This is an optimization exercise on Yosys and OpenROAD, whose aim is small area and a short achievable clock period, not a production implementation.
At most, simulation tests tie the RTL to the original design; equivalence was not proved.
Power figures rest on the tool's default switching activity, not on a simulated workload.

## run 1
==> flow/design.v (excerpt) <==
module fp32_mul(
    input wire clk,
    input wire [31:0] a,         
    input wire [31:0] b,         
    input wire [2:0] rm,         
    output reg [31:0] result,    
    output wire nv,              
    output wire of,              
    output wire uf,              
    output wire nx               
);
    function [4:0] msb_index;
        input [31:0] x;
        reg [15:0] x16;
        reg [7:0] x8;
        reg [3:0] x4;
        reg [1:0] x2;
        begin
            msb_index[4] = |x[31:16];
            x16 = msb_index[4] ? x[31:16] : x[15:0];
            msb_index[3] = |x16[15:8];
            x8 = msb_index[3] ? x16[15:8] : x16[7:0];
            msb_index[2] = |x8[7:4];
            x4 = msb_index[2] ? x8[7:4] : x8[3:0];
            msb_index[1] = |x4[3:2];
            x2 = msb_index[1] ? x4[3:2] : x4[1:0];
            msb_index[0] = x2[1];
        end
    endfunction
    function [4:0] lsb_index;
        input [31:0] x;
        reg [15:0] x16;
        reg [7:0] x8;
        reg [3:0] x4;
        reg [1:0] x2;
        begin
            lsb_index[4] = ~|x[15:0];
            x16 = lsb_index[4] ? x[31:16] : x[15:0];
            lsb_index[3] = ~|x16[7:0];
            x8 = lsb_index[3] ? x16[15:8] : x16[7:0];
            lsb_index[2] = ~|x8[3:0];
            x4 = lsb_index[2] ? x8[7:4] : x8[3:0];
            lsb_index[1] = ~|x4[1:0];
            x2 = lsb_index[1] ? x4[3:2] : x4[1:0];
            lsb_index[0] = ~x2[0];
        end
    endfunction
    wire [7:0] ea = a[30:23];
  ...
Size in the first run: about 3000 cells after synthesis, roughly 100 I/O pins, roughly 29000 µm² of cells after synthesis.
==> flow/config.mk <==
export PLATFORM = sky130hd
export DESIGN_NAME = fp32_mul
export DESIGN_NICKNAME = fp32_mul
export VERILOG_FILES = /design/flow/design.v
export SDC_FILE = /design/flow/constraint.sdc
export NUM_CORES = 4
export LEC_CHECK = 0
export CAP_MARGIN = 20
export CORE_MARGIN = 2
export CORE_UTILIZATION = 40
export SETUP_SLACK_MARGIN = 3.5
export SLEW_MARGIN = 20
export SYNTH_HIERARCHICAL = 1
==> flow/constraint.sdc <==
create_clock -name core_clock -period 8.2 [get_ports {clk}]
set_input_delay 1.6400 -clock core_clock [delete_from_list [all_inputs] [get_ports {clk}]]
set_output_delay 1.6400 -clock core_clock [all_outputs]
set_load 0.01 [all_outputs]
run.sh (not shown) runs the stock make flow with config.mk's settings and CLKGATE_MAP_FILE= SYNTH_SCRIPT=/design/flow/synth_recipe.tcl, a recipe that flattens the netlist after the stock synthesis.
### run 1 -> run 2
--- a/flow/design.v
+++ b/flow/design.v
@@ -63,70 +63,68 @@
     wire a_snan = a_max & ~fa[22] & (fa[21:0] != 22'b0);
     wire b_snan = b_max & ~fb[22] & (fb[21:0] != 22'b0);
     wire a_zero = a_sub & a_fz;
     wire b_zero = b_sub & b_fz;
     wire s0_invalid = a_snan | b_snan | (a_inf & b_zero) | (a_zero & b_inf);
     wire s0_is_nan = a_nan | b_nan | s0_invalid;
     wire s0_is_inf = ~s0_is_nan & (a_inf | b_inf);
     wire s0_is_zero = ~s0_is_nan & (a_zero | b_zero);
     wire s0_sign = a[31] ^ b[31];
     wire s0_m_rmm = (rm == 3'b100);
     wire s0_m_away = ((rm == 3'b010) & s0_sign) | ((rm == 3'b011) & ~s0_sign);
     wire s0_m_rne = (rm != 3'b001) & (rm != 3'b010) & (rm != 3'b011) & (rm != 3'b100);
-    wire s0_one_sub = a_sub ^ b_sub;
-    wire [4:0] pa = msb_index({9'b0, fa});
-    wire [4:0] pb = msb_index({9'b0, fb});
-    wire [4:0] s0_p = a_sub ? pa : pb;       
+    wire one_sub = a_sub ^ b_sub;
+    wire [4:0] p_sub = msb_index({9'b0, a_sub ? fa : fb});
     wire [4:0] tza = a_fz ? 5'd23 : lsb_index({9'b0, fa});
     wire [4:0] tzb = b_fz ? 5'd23 : lsb_index({9'b0, fb});
-    wire [5:0] s0_tzs = {1'b0, tza} + {1'b0, tzb};
-    wire [8:0] s0_esum = {1'b0, ea[7:1], ea[0] | a_sub} + {1'b0, eb[7:1], eb[0] | b_sub};
+    wire [5:0] tz1 = {1'b0, tza} + {1'b0, tzb} + 6'd1;
+    wire [9:0] fexp = {2'b0, ea[7:1], ea[0] | a_sub} + {2'b0, eb[7:1], eb[0] | b_sub} - 10'd127;
+    wire [4:0] sh_left = one_sub ? p_sub : 5'd23;
+    wire [9:0] sh_right = 10'd24 - fexp;
+    wire right_pos = ~sh_right[9];
+    wire right_wins = right_pos & (sh_right > {5'b0, sh_left});
+    wire right_big = right_pos & (sh_right > 10'd49);
+    wire [5:0] s0_rs = right_wins ? (right_big ? 6'd49 : sh_right[5:0]) : {1'b0, sh_left};
+    wire s0_sticky = (tz1 < {1'b0, sh_left}) | (right_pos & ({4'b0, tz1} < sh_right));
+    wire [9:0] s0_exp = one_sub ? fexp - 10'd23 + {5'b0, p_sub} : fexp;
+    wire s0_exp_le0 = s0_exp[9] | (s0_exp == 10'd0);
+    wire s0_exp_ge255 = ~s0_exp[9] & (s0_exp >= 10'd255);
+    wire s0_exp_eq254 = (s0_exp == 10'd254);
     reg [23:0] ma;
     reg [23:0] mb;
-    reg s1_one_sub;
-    reg [4:0] s1_p;
-    reg [5:0] s1_tzs;
-    reg [8:0] s1_esum;
+    reg [5:0] s1_rs;
+    reg s1_sticky;
+    reg [7:0] s1_exp;
+    reg s1_exp_le0, s1_exp_ge255, s1_exp_eq254;
     reg s1_sign;
     reg s1_m_rne, s1_m_rmm, s1_m_away;
     reg s1_invalid, s1_is_nan, s1_is_inf, s1_is_zero;
     always @(posedge clk) begin
         ma <= {~a_sub, fa};
         mb <= {~b_sub, fb};
-        s1_one_sub <= s0_one_sub;
-        s1_p <= s0_p;
-        s1_tzs <= s0_tzs;
-        s1_esum <= s0_esum;
+        s1_rs <= s0_rs;
+        s1_sticky <= s0_sticky;
+        s1_exp <= s0_exp[7:0];
+        s1_exp_le0 <= s0_exp_le0;
+        s1_exp_ge255 <= s0_exp_ge255;
+        s1_exp_eq254 <= s0_exp_eq254;
         s1_sign <= s0_sign;
         s1_m_rne <= s0_m_rne;
         s1_m_rmm <= s0_m_rmm;
         s1_m_away <= s0_m_away;
         s1_invalid <= s0_invalid;
         s1_is_nan <= s0_is_nan;
         s1_is_inf <= s0_is_inf;
         s1_is_zero <= s0_is_zero;
     end
-    wire [4:0] sh_left = s1_one_sub ? s1_p : 5'd23;
-    wire [9:0] sh_right = 10'd151 - {1'b0, s1_esum};
-    wire right_pos = ~sh_right[9];
-    wire right_wins = right_pos & (sh_right > {5'b0, sh_left});
-    wire right_big = right_pos & (sh_right > 10'd49);
-    wire [5:0] s1_rs = right_wins ? (right_big ? 6'd49 : sh_right[5:0]) : {1'b0, sh_left};
-    wire [6:0] tz1 = {1'b0, s1_tzs} + 7'd1;
-    wire s1_sticky = (tz1 < {2'b0, sh_left}) | (right_pos & ({3'b0, tz1} < sh_right));
-    wire [9:0] s1_exp_full = {1'b0, s1_esum} - (s1_one_sub ? 10'd150 - {5'b0, s1_p} : 10'd127);
-    wire [7:0] s1_exp = s1_exp_full[7:0];
-    wire s1_exp_le0 = s1_exp_full[9] | (s1_exp_full == 10'd0);
-    wire s1_exp_ge255 = ~s1_exp_full[9] & (s1_exp_full >= 10'd255);
-    wire s1_exp_eq254 = (s1_exp_full == 10'd254);
     wire [575:0] pp;
     genvar gi, gj;
     generate
         for (gi = 0; gi < 24; gi = gi + 1) begin : g_pp_i
             for (gj = 0; gj < 24; gj = gj + 1) begin : g_pp_j
                 assign pp[gi*24+gj] = ma[gi] & mb[gj];
             end
         end
     endgenerate
     wire [47:0] ts;
     wire [47:0] tc;
     wire t0s, t0c;
[summary]
[diff] reported net switching power, run 2 relative to run 1: improvement
In the tables for run 2 and run 1, non-clock buffer count reads lower with run 1.
Summary: with run 1 as the reference, total power in run 2 moved down by a few percent.
Status: clock insertion delay at the later pin of the skew report parity (run 2, run 1)
Compared to run 1, run 2 shows a narrower setup margin.
Routed wire length deteriorates in run 2 relative to run 1.
Count of inserted antenna diode cells (lower): run 1
Simple-gate portion of the synthesized area across run 2 and run 1: no real change.
Function not checked in run 2: the RTL went through the layout flow alone.

## what the ideal ports hide
Ports are ideal in the flow. The routed layouts listed here were re-timed in OpenROAD. Step 1: set_driving_cell puts a clkbuf_16 on clk and a buf_2 on each other input, an assumption about the parent block. Step 2 also shifts input and output timing later by t, the mid clock arrival at the registers, as if the neighbouring blocks saw the same clock. Three values: no drivers, after step 1, after step 2; two values: the first two.
run | shift t [ns] | slack for setup (ns) | hold WS [ns] | cell pins on the clock port's net
run 1 | 0.619 | 3.491 / 3.431 / 3.005 | 0.324 / 0.324 / 0.324 | 1
run 2 | 0.631 | 2.504 / 2.525 / 1.894 | 0.325 / 0.325 / 0.325 | 1
After both steps setup and hold are still met in every run listed. For run 2, which loses most, drivers alone change the setup slack by +0.021 ns; drivers and shift together by -0.610 ns.
